This is an optimization exercise on Yosys and OpenROAD, whose aim is small area, not a production implementation.
The RTL was checked by simulation tests, not by an equivalence proof against the original design.
No activity file was given, so power comes from the tool's default toggle rates.

==> flow/design.v <==
`timescale 1ns / 1ps
module pipeline_top(
    input         clk,
    input         reset,
    output [8:0]  imem_addr,
    input  [31:0] imem_rdata,
    output [7:0]  dmem_addr,
    input  [63:0] dmem_rdata,
    output [63:0] dmem_wdata,
    output        dmem_we
    );
    reg [63:0] r0, r1, r2, r3;    
    reg [3:0]  valid;             
    reg [3:0]  we;                
    reg [3:0]  hold;              
    reg [8:0] pc;
    always @(posedge clk or posedge reset)
        if (reset) pc <= 9'd0;
        else       pc <= pc + 9'd1;
    assign imem_addr = pc;
    wire [3:0] f_op    = imem_rdata[31:28];
    wire [1:0] f_ra    = imem_rdata[27:26];
    wire       f_load  = (f_op == 4'b1010);
    wire       f_store = (f_op == 4'b1011);
    wire       f_wreg  = ~(f_store | (f_op == 4'b1111));
    wire       f_mem   = f_load | f_store;
    wire [1:0] f_dst   = f_load ? f_ra : imem_rdata[23:22];
    wire [3:0] valid_next = valid | we;
    reg       d_mem, d_wreg;
    reg [3:0] d_nrsel;            
    reg [1:0] d_dst;
    reg [7:0] d_addr;
    always @(posedge clk or posedge reset)
        if (reset) begin
            d_mem  <= 1'b0;
            d_wreg <= 1'b0;
        end else begin
            d_mem  <= f_mem;
            d_wreg <= f_wreg;
        end
    always @(posedge clk) begin
        d_nrsel[0] <= ~(valid_next[0] & (f_ra == 2'd0));
        d_nrsel[1] <= ~(valid_next[1] & (f_ra == 2'd1));
        d_nrsel[2] <= ~(valid_next[2] & (f_ra == 2'd2));
        d_nrsel[3] <= ~(valid_next[3] & (f_ra == 2'd3));
        d_dst  <= f_dst;
        d_addr <= imem_rdata[21:14];
    end
    wire [63:0] p01 = ~(({64{d_nrsel[0]}} | r0) & ({64{d_nrsel[1]}} | r1));
    wire [63:0] p23 = ~(({64{d_nrsel[2]}} | r2) & ({64{d_nrsel[3]}} | r3));
    wire [63:0] rdata = p01 | p23;
    reg        e_mem, e_wreg;
    reg [1:0]  e_dst;
    reg [7:0]  e_addr;
    reg [63:0] e_val;
    always @(posedge clk or posedge reset)
        if (reset) begin
            e_mem  <= 1'b0;
            e_wreg <= 1'b0;
        end else begin
            e_mem  <= d_mem;
            e_wreg <= d_wreg;
        end
    always @(posedge clk) begin
        e_dst  <= d_dst;
        e_addr <= d_addr;
        e_val  <= rdata;
    end
    reg        m_mem, m_wreg;
    reg        m_load;
    reg [1:0]  m_dst;
    reg [7:0]  m_addr;
    reg [63:0] m_val;
    always @(posedge clk or posedge reset)
        if (reset) begin
            m_mem  <= 1'b0;
            m_wreg <= 1'b0;
        end else begin
            m_mem  <= e_mem;
            m_wreg <= e_wreg;
        end
    always @(posedge clk) begin
        m_load <= e_mem & e_wreg;
        m_dst  <= e_dst;
        m_addr <= e_addr;
        m_val  <= e_val;
    end
    assign dmem_we    = m_mem & ~m_wreg;
    assign dmem_addr  = m_addr;
    assign dmem_wdata = m_val;
    reg [63:0] w_nval;    
    wire [3:0] m_we;
    assign m_we[0] = m_wreg & (m_dst == 2'd0);
    assign m_we[1] = m_wreg & (m_dst == 2'd1);
    assign m_we[2] = m_wreg & (m_dst == 2'd2);
    assign m_we[3] = m_wreg & (m_dst == 2'd3);
    always @(posedge clk or posedge reset)
        if (reset) we <= 4'b0;
        else       we <= m_we;
    always @(posedge clk) begin
        hold  <= ~m_we;
        w_nval <= ~(m_load ? dmem_rdata : m_val);
    end
    always @(posedge clk or posedge reset)
        if (reset) valid <= 4'b0;
        else       valid <= valid_next;
    always @(posedge clk) begin
        r0 <= ({64{we[0]}} & w_nval) | ({64{hold[0]}} & r0);
        r1 <= ({64{we[1]}} & w_nval) | ({64{hold[1]}} & r1);
        r2 <= ({64{we[2]}} & w_nval) | ({64{hold[2]}} & r2);
        r3 <= ({64{we[3]}} & w_nval) | ({64{hold[3]}} & r3);
    end
endmodule
export LEC_CHECK = 0
export CAP_MARGIN = 20
export CORE_MARGIN = 2
export CORE_UTILIZATION = 40
export SLEW_MARGIN = 20
create_clock -name core_clock -period 5.0 [get_ports {clk}]
standard.sh (not shown) runs the stock make flow with config.mk's settings and CLKGATE_MAP_FILE= SYNTH_SCRIPT=/design/flow/synth_recipe.tcl, a recipe that flattens the netlist after the stock synthesis.
==> flow/flow/run.sh <==
#!/bin/bash
# Standard ORFS layout (standard.sh) with smaller port buffers and a tuned clock tree.
set -euo pipefail
bash standard.sh \
  BUFFER_PORTS_ARGS="-buffer_cell sky130_fd_sc_hd__buf_1" \
  CTS_ARGS="-sink_clustering_enable -repair_clock_nets -dont_use_dummy_load -buf_list sky130_fd_sc_hd__clkbuf_4 -sink_clustering_size 10 -sink_clustering_max_diameter 50"  \
  finish > standard_flow.log 2>&1
Edit:
==> flow/design.v (replaced) <==
`timescale 1ns / 1ps
module pipeline_top(
    input         clk,
    input         reset,
    output [8:0]  imem_addr,
    input  [31:0] imem_rdata,
    output [7:0]  dmem_addr,
    input  [63:0] dmem_rdata,
    output [63:0] dmem_wdata,
    output        dmem_we
    );
    reg [8:0] pc;
    always @(posedge clk or posedge reset)
        if (reset) pc <= 9'd0;
        else       pc <= pc + 9'd1;
    assign imem_addr = pc;
    wire [3:0] f_op    = imem_rdata[31:28];
    wire       f_load  = (f_op == 4'b1010);
    wire       f_store = (f_op == 4'b1011);
    wire       f_wreg  = ~(f_store | (f_op == 4'b1111));
    wire       f_mem   = f_load | f_store;
    wire [1:0] f_dst   = f_load ? imem_rdata[27:26] : imem_rdata[23:22];
    reg       d_mem, d_wreg;
    reg [1:0] d_ra, d_dst;
    reg [7:0] d_addr;
    always @(posedge clk or posedge reset)
        if (reset) begin
            d_mem  <= 1'b0;
            d_wreg <= 1'b0;
        end else begin
            d_mem  <= f_mem;
            d_wreg <= f_wreg;
        end
    always @(posedge clk) begin
        d_ra   <= imem_rdata[27:26];
        d_dst  <= f_dst;
        d_addr <= imem_rdata[21:14];
    end
    reg [63:0] r0, r1, r2, r3;
    reg [3:0]  valid;
    wire [3:0] rsel;
    assign rsel[0] = valid[0] & (d_ra == 2'd0);
    assign rsel[1] = valid[1] & (d_ra == 2'd1);
    assign rsel[2] = valid[2] & (d_ra == 2'd2);
    assign rsel[3] = valid[3] & (d_ra == 2'd3);
    wire [63:0] p01 = ~(({64{~rsel[0]}} | r0) & ({64{~rsel[1]}} | r1));
    wire [63:0] p23 = ~(({64{~rsel[2]}} | r2) & ({64{~rsel[3]}} | r3));
    wire [63:0] rdata = p01 | p23;
    reg        e_mem, e_wreg;
    reg [1:0]  e_dst;
    reg [7:0]  e_addr;
    reg [63:0] e_val;
    always @(posedge clk or posedge reset)
        if (reset) begin
            e_mem  <= 1'b0;
            e_wreg <= 1'b0;
        end else begin
            e_mem  <= d_mem;
            e_wreg <= d_wreg;
        end
    always @(posedge clk) begin
        e_dst  <= d_dst;
        e_addr <= d_addr;
        e_val  <= rdata;
    end
    reg        m_mem, m_wreg;
    reg [1:0]  m_dst;
    reg [7:0]  m_addr;
    reg [63:0] m_val;
    always @(posedge clk or posedge reset)
        if (reset) begin
            m_mem  <= 1'b0;
            m_wreg <= 1'b0;
        end else begin
            m_mem  <= e_mem;
            m_wreg <= e_wreg;
        end
    always @(posedge clk) begin
        m_dst  <= e_dst;
        m_addr <= e_addr;
        m_val  <= e_val;
    end
    wire   m_load     = m_mem & m_wreg;
    assign dmem_we    = m_mem & ~m_wreg;
    assign dmem_addr  = m_addr;
    assign dmem_wdata = m_val;
    reg        w_wreg;
    reg [1:0]  w_dst;
    reg [63:0] w_nval;    
    always @(posedge clk or posedge reset)
        if (reset) w_wreg <= 1'b0;
        else       w_wreg <= m_wreg;
    always @(posedge clk) begin
        w_dst <= m_dst;
        w_nval <= ~(m_load ? dmem_rdata : m_val);
    end
    wire [3:0] we;
    assign we[0] = w_wreg & (w_dst == 2'd0);
    assign we[1] = w_wreg & (w_dst == 2'd1);
    assign we[2] = w_wreg & (w_dst == 2'd2);
    assign we[3] = w_wreg & (w_dst == 2'd3);
    always @(posedge clk or posedge reset)
        if (reset) valid <= 4'b0;
        else       valid <= valid | we;
    always @(posedge clk) begin
        if (we[0]) r0 <= w_nval;
        if (we[1]) r1 <= w_nval;
        if (we[2]) r2 <= w_nval;
        if (we[3]) r3 <= w_nval;
    end
endmodule
Effect:
- sequential share of layout area went up by 13 points
- synthesized area shrinks slightly
- global-route usage fell by 3.2 points
- worst setup slack degrades by 0.097 ns
- core utilization rose by 1.0 points
- first-iteration DRC count goes down by a quarter to a third
- final area went up slightly
- fmax fell by a few percent
- power goes down by about a fifth

-- port drivers added, routing unchanged --
Ports are ideal in the flow. The routed layouts listed here were re-timed in OpenROAD. Step 1 assumes that a clkbuf_16 drives the clock port and a buf_2 every other input. Step 2 times the ports against the registers' clock, not the clock port: input delays grow and output delays shrink by t, the midpoint of the rising clock arrivals with the driver on. Three values: no drivers, after step 1, after step 2; two values: the first two.
run | t (ns) | setup WS [ns] | worst register clock-pin slew, ns
the first run | 0.807 | 2.477 / 2.432 / 2.982 | 0.11 / 0.11
the second run | 0.779 | 2.380 / 2.337 / 2.725 | 0.11 / 0.11
After both steps setup and hold are still met in every run listed.
